What follows belongs to an exercise in optimizing a design on an open flow for small area and a short achievable clock period; a production flow would make more cautious choices. At most, simulation tests tie the RTL to the original design; equivalence was not proved. Power and IR drop assume default switching activity.

==> inputs of v39 <==
Design microprocessor, start of the top module:
module microprocessor(
	input wire clk,
	input wire clr,
	input wire step,
	input wire [15:0] instruction,
	output wire [15:0] pc_out,
	output reg wb_en,
	output reg [3:0] wb_addr,
	output wire [15:0] wb_data,
	output reg st_en,
	output reg [1:0] st_addr,
	output reg [15:0] st_data
);
export LEC_CHECK = 0
export CAP_MARGIN = 20
export CORE_MARGIN = 2
export CORE_UTILIZATION = 40
export CTS_CLUSTER_DIAMETER = 80
export CTS_CLUSTER_SIZE = 20
export SETUP_SLACK_MARGIN = 5
export SLEW_MARGIN = 20
export SYNTH_HIERARCHICAL = 1
create_clock -name core_clock -period 10.5 [get_ports {clk}]
standard.sh (not shown) runs the stock make flow with config.mk's settings and CLKGATE_MAP_FILE= SYNTH_SCRIPT=/design/flow/synth_recipe.tcl, a recipe that flattens the netlist after the stock synthesis.
==> flow/flow/run.sh <==
#!/bin/bash
# Own layout flow: the standard flow (standard.sh, the standard synthesis
# script and ORFS) with a few extra ORFS settings:
#  - the port buffers are sky130_fd_sc_hd__buf_4 instead of the resizer's default
#    choice (a slow delay cell);
#  - repair_timing aims for a larger setup margin.
# Each step's full output goes to a log file in the work folder.
set -euo pipefail
W=$(pwd)
X=("BUFFER_PORTS_ARGS=-buffer_cell sky130_fd_sc_hd__buf_4")
if [[ -f flow/extra.txt ]]; then
  while IFS= read -r line; do
    [[ -z "$line" || "$line" == \#* ]] && continue
    X+=("$line")
  done < flow/extra.txt
fi
printf '%s\n' "${X[@]}" > "$W/flow_settings.log"
bash standard.sh "${X[@]}" synth > "$W/flow_synth.log" 2>&1
bash standard.sh "${X[@]}" finish > "$W/flow_layout.log" 2>&1
test -f out/final.def
==> flow/flow/extra.txt <==
SETUP_SLACK_MARGIN=6.2
TNS_END_PERCENT=100
==> v11 (differences from v39) <==
==> flow/design.v (replaced) <==
`timescale 1ns / 1ps
module ALU(
	input wire [15:0] A,
	input wire [15:0] B,
	input wire [3:0] op,
	output wire [7:0] lo,
	output wire c8,
	output wire [7:0] hi0,
	output wire [7:0] hi1,
	output wire [15:0] logic_res,
	output wire neq
);
	wire sub = op[2];
	wire [15:0] x = A ^ {16{sub}};
	assign {c8, lo} = {1'b0, B[7:0]} + {1'b0, x[7:0]} + {8'd0, sub};
	assign hi0 = B[15:8] + x[15:8];
	assign hi1 = B[15:8] + x[15:8] + 8'd1;
	assign logic_res = op[0] ? (B | A) : (B & A);
	assign neq = (B != A);
endmodule
`timescale 1ns / 1ps
module program_counter(
	input wire [15:0] pc,
	input wire [15:0] instruction,
	input wire step,
	input wire clr,
	output wire [15:0] d_nt,
	output wire [15:0] d_br
);
	wire [15:0] pc_inc = pc + 16'd1;
	wire is_j = (instruction[15:12] == 4'd15);
	assign d_nt = clr ? 16'd0 : !step ? pc :
	              is_j ? {pc_inc[15:12], instruction[11:0]} : pc_inc;
	assign d_br = pc_inc + {{12{instruction[3]}}, instruction[3:0]};
endmodule
`timescale 1ns / 1ps
module register_file(
	input wire [255:0] R,
	input wire [3:0] addr,
	output wire [15:0] data
);
	assign data = R[16*addr +: 16];
endmodule
`timescale 1ns / 1ps
module microprocessor(
	input wire clk,
	input wire clr,
	input wire step,
	input wire [15:0] instruction,
	output wire [15:0] pc_out,
	output reg wb_en,
	output reg [3:0] wb_addr,
	output wire [15:0] wb_data,
	output reg st_en,
	output reg [1:0] st_addr,
	output reg [15:0] st_data
);
	wire [3:0] op = instruction[15:12];
	wire [3:0] ra = instruction[11:8];
	wire [3:0] rb = instruction[7:4];
	wire [3:0] rc = instruction[3:0];
	reg [255:0] R;           
	reg [63:0] M;            
	reg [7:0] q_lo, q_hi0, q_hi1;
	reg q_c8;
	reg [15:0] q_logic;
	reg q_lw, q_log, q_slt, q_taken;
	reg [1:0] q_laddr;
	reg [15:0] pc_nt, pc_br;
	genvar gi;
	wire [7:0] hi = q_c8 ? q_hi1 : q_hi0;
	wire [15:0] res = q_lw ? M[16*q_laddr +: 16] :
	                  q_log ? q_logic :
	                  q_slt ? {15'd0, hi[7]} : {hi, q_lo};
	assign wb_data = res;
	wire [15:0] pc = q_taken ? pc_br : pc_nt;
	assign pc_out = pc;
	wire [15:0] r_wdata = res & {16{~clr}};
	generate
		for (gi = 0; gi < 16; gi = gi + 1) begin : rf
			wire en = clr | (wb_en & (wb_addr == gi));
			always @(posedge clk)
				if (en) R[16*gi +: 16] <= r_wdata;
		end
	endgenerate
	wire [63:0] m_init = {16'd0, 16'd5, 16'd22, 16'd1};
	generate
		for (gi = 0; gi < 4; gi = gi + 1) begin : dm
			wire en = clr | (st_en & (st_addr == gi));
			always @(posedge clk)
				if (en) M[16*gi +: 16] <= clr ? m_init[16*gi +: 16] : st_data;
		end
	endgenerate
	wire [15:0] Ar, Br;
	register_file read_a (.R(R), .addr(ra), .data(Ar));
	register_file read_b (.R(R), .addr(rb), .data(Br));
	wire [15:0] A = (wb_en && wb_addr == ra) ? res : Ar;
	wire [15:0] B = (wb_en && wb_addr == rb) ? res : Br;
	wire [7:0] lo, hi0, hi1;
	wire c8, neq;
	wire [15:0] logic_res;
	ALU alu0 (.A(A), .B(B), .op(op), .lo(lo), .c8(c8), .hi0(hi0), .hi1(hi1),
	          .logic_res(logic_res), .neq(neq));
	wire is_lw = (op == 4'd8);
	wire wr = step & ((op[3:1] == 3'b000) | (op == 4'd2) | (op[3:1] == 3'b011) | is_lw);
	wire st = step & (op == 4'd10);
	wire [1:0] maddr = B[1:0] + rc[1:0];
	wire [15:0] d_nt, d_br;
	program_counter pc0 (.pc(pc), .instruction(instruction), .step(step), .clr(clr),
	                     .d_nt(d_nt), .d_br(d_br));
	always @(posedge clk) begin
		if (clr) begin
			wb_en <= 1'b0;
			st_en <= 1'b0;
			q_taken <= 1'b0;
		end else begin
			wb_en <= wr;
			st_en <= st;
			q_taken <= step & (op == 4'd14) & neq;
		end
		pc_nt <= d_nt;
		pc_br <= d_br;
		q_lo <= lo;
		q_c8 <= c8;
		q_hi0 <= hi0;
		q_hi1 <= hi1;
		q_logic <= logic_res;
		q_lw <= is_lw;
		q_log <= (op[3:1] == 3'b000);
		q_slt <= (op == 4'd7);
		q_laddr <= maddr;
		wb_addr <= is_lw ? rb : rc;
		st_addr <= maddr;
		st_data <= B;
	end
endmodule
==> flow/flow/extra.txt (replaced) <==
SETUP_SLACK_MARGIN=6.2
- CTS_BUF_LIST: unset -> sky130_fd_sc_hd__clkbuf_8
- CTS_CLUSTER_DIAMETER: 80 -> unset
- CTS_CLUSTER_SIZE: 20 -> unset
==> v35 (differences from v39) <==
--- a/flow/design.v
+++ b/flow/design.v
@@ -31,43 +31,37 @@
 	assign {c8_1, s1_1} = cla4(p[7:4], g[7:4], 1'b1);
 	assign {c12_0, s2_0} = cla4(p[11:8], g[11:8], 1'b0);
 	assign {c12_1, s2_1} = cla4(p[11:8], g[11:8], 1'b1);
 	assign {c16_0, s3_0} = cla4(p[15:12], g[15:12], 1'b0);
 	assign {c16_1, s3_1} = cla4(p[15:12], g[15:12], 1'b1);
 	assign logic_res = op[0] ? (B | A) : (B & A);
-	assign neq = (B != A);
+	assign neq = ~&p;
 endmodule
 `timescale 1ns / 1ps
 module program_counter(
 	input wire [15:0] pc,
 	input wire [15:0] instruction,
 	input wire step,
 	input wire clr,
 	output wire [15:0] d_nt,
 	output wire [15:0] d_br
 );
 	wire [15:0] pc_inc = pc + 16'd1;
 	wire is_j = (instruction[15:12] == 4'd15);
-	assign d_nt = clr ? 16'd0 : !step ? pc :
-	              is_j ? {pc_inc[15:12], instruction[11:0]} : pc_inc;
-	assign d_br = pc_inc + {{12{instruction[3]}}, instruction[3:0]};
+	wire [15:0] nt = is_j ? {pc_inc[15:12], instruction[11:0]} : pc_inc;
+	assign d_nt = clr ? 16'd0 : step ? nt : pc;
+	wire [4:0] imm1 = {instruction[3], instruction[3:0]} + 5'd1;
+	assign d_br = pc + {{11{imm1[4]}}, imm1};
 endmodule
 `timescale 1ns / 1ps
 module register_file(
 	input wire [255:0] R,
 	input wire [3:0] addr,
-	input wire [15:0] W,
-	input wire fwd,
-	output reg [15:0] data
+	output wire [15:0] data
 );
-	integer j;
-	always @* begin
-		data = {16{fwd}} & W;
-		for (j = 0; j < 4; j = j + 1)
-			data = data | ({16{~fwd & (addr[3:2] == j)}} & R[16*(4*j + addr[1:0]) +: 16]);
-	end
+	assign data = R[16*addr +: 16];
 endmodule
 `timescale 1ns / 1ps
 module microprocessor(
 	input wire clk,
 	input wire clr,
 	input wire step,
@@ -117,15 +111,17 @@
 		for (gi = 0; gi < 4; gi = gi + 1) begin : dm
 			wire en = clr | (st_en & (st_addr == gi));
 			always @(posedge clk)
 				if (en) M[16*gi +: 16] <= clr ? m_init[16*gi +: 16] : st_data;
 		end
 	endgenerate
-	wire [15:0] A, B;
-	register_file read_a (.R(R), .addr(ra), .W(res), .fwd(wb_en && wb_addr == ra), .data(A));
-	register_file read_b (.R(R), .addr(rb), .W(res), .fwd(wb_en && wb_addr == rb), .data(B));
+	wire [15:0] Ar, Br;
+	register_file read_a (.R(R), .addr(ra), .data(Ar));
+	register_file read_b (.R(R), .addr(rb), .data(Br));
+	wire [15:0] A = (wb_en && wb_addr == ra) ? res : Ar;
+	wire [15:0] B = (wb_en && wb_addr == rb) ? res : Br;
 	wire [3:0] s0, s1_0, s1_1, s2_0, s2_1, s3_0, s3_1;
 	wire c4, c8_0, c8_1, c12_0, c12_1, neq;
 	wire [15:0] logic_res;
 	ALU alu0 (.A(A), .B(B), .op(op), .s0(s0), .c4(c4), .s1_0(s1_0), .s1_1(s1_1),
 	          .s2_0(s2_0), .s2_1(s2_1), .s3_0(s3_0), .s3_1(s3_1), .c8_0(c8_0), .c8_1(c8_1),
 	          .c12_0(c12_0), .c12_1(c12_1), .logic_res(logic_res), .neq(neq));
==> summary of the runs <==
In v11 the worst setup slack is lower than in v39, by 0.21 ns.
Against v11, the synthesized area of v35 is lower by 2.4%.
Register-to-register slack: v35 > v11 > v39.
Between v35 and v39, the lower first-iteration DRC count is in v39 (gap about 3.6%, measured against v39).
Design area, lowest first: v35, v39, v11.
Of v39 and v11, v39 has the higher hold slack (gap 0.033 ns).
Global-route usage, lowest first: v39, v35, v11.
==> figures <==
| metric | v35 | v11 | v39 |
|---|---|---|---|
| Post-detailed-route via-to-cell ratio | 5.89 | 5.70 | 5.84 |
| Cell area after synthesis | 20200 sq um | 20700 sq um | 20700 sq um |
| Met3 wire length | 3440 um | 4160 um | 3180 um |
| Num tapcells | 672 | 680 | 680 |
| Total wire length after detailed routing | 54800 um | 56600 um | 54800 um |
| CP max stage delay | 0.48 ns | 0.49 ns | 0.34 ns |
| Fraction of the mapped netlist area in adder cells | 0.0355 | 0.0439 | 0.0461 |
| Post-synthesis compound-gate area fraction | 0.0886 | 0.0696 | 0.0796 |
| Reg clk slew, reported paths | 0.09 ns | 0.06 ns | 0.09 ns |
| Final HPWL DP | 33600 um | 33400 um | 35700 um |
| Result of the run | finished clean | finished clean | finished clean |
| Number of cells on the critical path | 13 | 14 | 13 |
| TritonRoute pass-1 iters | 7 | 5 | 6 |
| Largest net degree at the start of global routing | 68 | 43 | 64 |
| Arrival @ worst endpoint | 4.77 ns | 5.00 ns | 4.79 ns |
| Clock share of power | 0.265 | 0.263 | 0.271 |
Function not checked in v39: the RTL went through the layout flow alone.

[what the ideal ports hide]
How much do the figures lean on ideal ports? The routed layouts below were timed once more, with nothing changed but the port constraints.
Step 1 sets driving cells, clkbuf_16 on the clock port and buf_2 on the other inputs (assumed; they add their load-dependent delay and slew).
Step 2 moves the port delays by t, midway between the first and last clock arrival at a register: inputs arrive t later, outputs are due t later. That takes back most of the time a late clock gives input paths.
Slacks: ideal ports / drivers / drivers and shift; pairs: ideal ports / drivers.
run	t (ns)	setup slack, ns	worst data-port slew with drivers (ns)	cell pins on the clock port's net
v39	0.627	6.214 / 6.165 / 5.538	0.20	1
v11	0.673	6.006 / 5.813 / 5.141	0.26	1
v35	0.625	6.177 / 6.048 / 5.423	0.22	1
After both steps every run listed still meets setup and hold. For v11, which loses most, drivers alone change the setup slack by -0.193 ns; drivers and shift together by -0.865 ns.
